This design comes from an exercise in tuning for small area on the open sky130 flow, not from production work.
RTL that was checked went through simulation tests only; none was proved equivalent to the original.
No activity file was given, so power comes from the tool's default toggle rates.

==> flow/design.v (excerpt) <==
module breadboard(input logic clk, input logic reset, input logic [31:0] A, input logic [31:0] B,
                  input logic [3:0] opcode, output logic [31:0] C, output logic ERR_out);
clock: 150.0 ns
lec_check: 0
cap_margin: 20
core_margin: 2
core_utilization: 40
slew_margin: 20
synth_hierarchical: 1
run.sh (not shown) runs the stock make flow with config.mk's settings and CLKGATE_MAP_FILE= SYNTH_SCRIPT=/design/flow/synth_recipe.tcl, a recipe that flattens the netlist after the stock synthesis.
Change:
CORE_UTILIZATION = 65   (was 40)
PLACE_DENSITY = 0.75   (was unset)
The changed run finished with timing, DRC and antenna clean.
Wire length is higher by a few percent.
Worst setup slack degrades by 2700 ps.
Core utilization is higher by 30 points.
Sequential power is lower by a few percent.
Function was not checked in any run of this note: the RTL went through the layout flow alone.

---

## job 104
breadboard, a different RTL version from the one above (not shown whole).
For scale: ~3500 cells after synthesis, roughly 33 flip-flops, roughly 100 I/O pins, ~21000 um^2 of cells after synthesis.
clock: 150.0 ns
lec_check: 0
cap_margin: 20
core_margin: 2
core_utilization: 40
slew_margin: 20
synth_hierarchical: 1
standard.sh (not shown) runs the stock make flow with config.mk's settings and CLKGATE_MAP_FILE= SYNTH_SCRIPT=/design/flow/synth_recipe.tcl, a recipe that flattens the netlist after the stock synthesis.
==> flow/flow/run.sh <==
#!/bin/bash
export SKIP_PIN_SWAP=1
export SKIP_GATE_CLONING=1
export BUFFER_PORTS_ARGS="-buffer_cell sky130_fd_sc_hd__buf_1"
export SETUP_SLACK_MARGIN=-5
bash standard.sh > standard.log 2>&1
Job 104 went all the way through synthesis, placement and routing and the layout is clean on timing, DRC and antenna.
Edits applied to the flow inputs when going from job 104 to job 103:
Settings: a change of SLEW_MARGIN from 20 to 5; a change of CAP_MARGIN from 20 to 5; an added CTS_BUF_LIST of sky130_fd_sc_hd__clkbuf_8.
--- a/flow/flow/run.sh
+++ b/flow/flow/run.sh
@@ -4,3 +4,3 @@
 export BUFFER_PORTS_ARGS="-buffer_cell sky130_fd_sc_hd__buf_1"
-export SETUP_SLACK_MARGIN=-5
+export SETUP_SLACK_MARGIN=-6
 bash standard.sh > standard.log 2>&1
Findings:
On sequential cell fraction of total power, job 104 and job 103 are neck and neck.
Delta (job 103 minus job 104): via count of the first global-routing pass closely matched the old numbers; die area level.
The clock buffer count of job 103 is lower than that of job 104.
Parity-gate share of the synthesized area counting xor and xnor cells came out exactly the same in job 104 and job 103.
Changes observed in job 103 relative to job 104: worst hold-check slack increased by 0.0066 ns relative to the old numbers, largest net degree at the start of global routing closely matched the old numbers.
Diff job 104 -> job 103: met3 capacity usage during global routing ~0 delta, power lost 1.9%.
On job 103: actual transition at the worst max-transition pin is 0.0061 ns lower than what job 104 gave.
The detailed-routed wire length on met2 in job 103 sits 0.68% below the value recorded for job 104.

---

Another version of the RTL of breadboard (not shown whole).
Size in the first run: ~3,600 cells after synthesis, roughly 33 flip-flops, about 100 I/O pins.
clock: 150.0 ns
lec_check: 0
cap_margin: 20
core_margin: 2
core_utilization: 40
slew_margin: 20
synth_hierarchical: 1
run.sh (not shown) runs the stock make flow with config.mk's settings and CLKGATE_MAP_FILE= SYNTH_SCRIPT=/design/flow/synth_recipe.tcl, a recipe that flattens the netlist after the stock synthesis.
Stock flow here: none of the scripts above is used.
Rerun with:
==> flow/flow/run.sh (new file) <==
#!/bin/bash
# Standard layout, with the timing repair limited to resizing and buffering
# (no pin swaps, no gate cloning), single-drive port buffers, and downsizing
# of gates off the critical paths after global routing.
export SKIP_PIN_SWAP=1
export SKIP_GATE_CLONING=1
export BUFFER_PORTS_ARGS="-buffer_cell sky130_fd_sc_hd__buf_1"
export RECOVER_POWER=100
bash standard.sh > standard.log 2>&1
==> flow/standard.sh (new file) <==
#!/bin/bash
# synth_recipe.tcl (not shown) runs the flow's synth.tcl, then flattens the netlist and writes it again
# the make line also repeats each setting of config.mk as NAME=value (left out here)
make -C /OpenROAD-flow-scripts/flow DESIGN_CONFIG=/design/flow/config.mk WORK_HOME=/design/flow/orfs CLKGATE_MAP_FILE= SYNTH_SCRIPT=/design/flow/synth_recipe.tcl "${@:-finish}"
removed: flow/run.sh
- The changed run passed the timing, DRC and antenna checks
- via count goes down by about 1%
- final area drops by 3.7%
- power shrinks by about 3%
- synthesized cell count is unchanged
- global-route usage is lower by 0.11 points
- routed wire length goes down by about 2%
- worst setup slack gains 95 ps
- hold slack loses 17 ps
- cell count came out lower by 0.55%
- sequential power is about the same

separate check: timing with driven ports:
In the flow no input, the clock included, has a driving cell. The finished layouts below were timed again as built, in two steps. Step 1 (the two cells are an assumption about what drives the block):
set clk [get_ports {clk}]
set_driving_cell -lib_cell sky130_fd_sc_hd__clkbuf_16 $clk
set_driving_cell -lib_cell sky130_fd_sc_hd__buf_2 [delete_from_list [all_inputs] $clk]
Step 2 adds t to the input delays and takes it off the output delays; t is the mean of the earliest and latest rising clock arrival at the registers after step 1. Input paths then give back, and output paths get back, about the clock's delay inside the block. Three values: no drivers, after step 1, after step 2; two values: the first two.
run | t, ns | slack for setup (ns) | worst data-port slew with drivers (ns)
the first run of note 1 | 0.332 | 12.029 / 12.041 / 11.709 | 0.09
the second run of note 1 | 0.329 | 9.374 / 9.377 / 9.048 | 0.11
job 104 | 0.331 | 7.990 / 8.014 / 7.683 | 0.09
job 103 | 0.338 | 6.997 / 7.017 / 6.679 | 0.09
the first run of note 3 | 0.332 | 11.790 / 11.805 / 11.473 | 0.04
the second run of note 3 | 0.325 | 11.885 / 11.906 / 11.582 | 0.11
After both steps setup and hold are still met in every run listed. The setup slack of the second run of note 1, which loses most, moves by +0.003 ns with the drivers and by -0.326 ns with both steps.
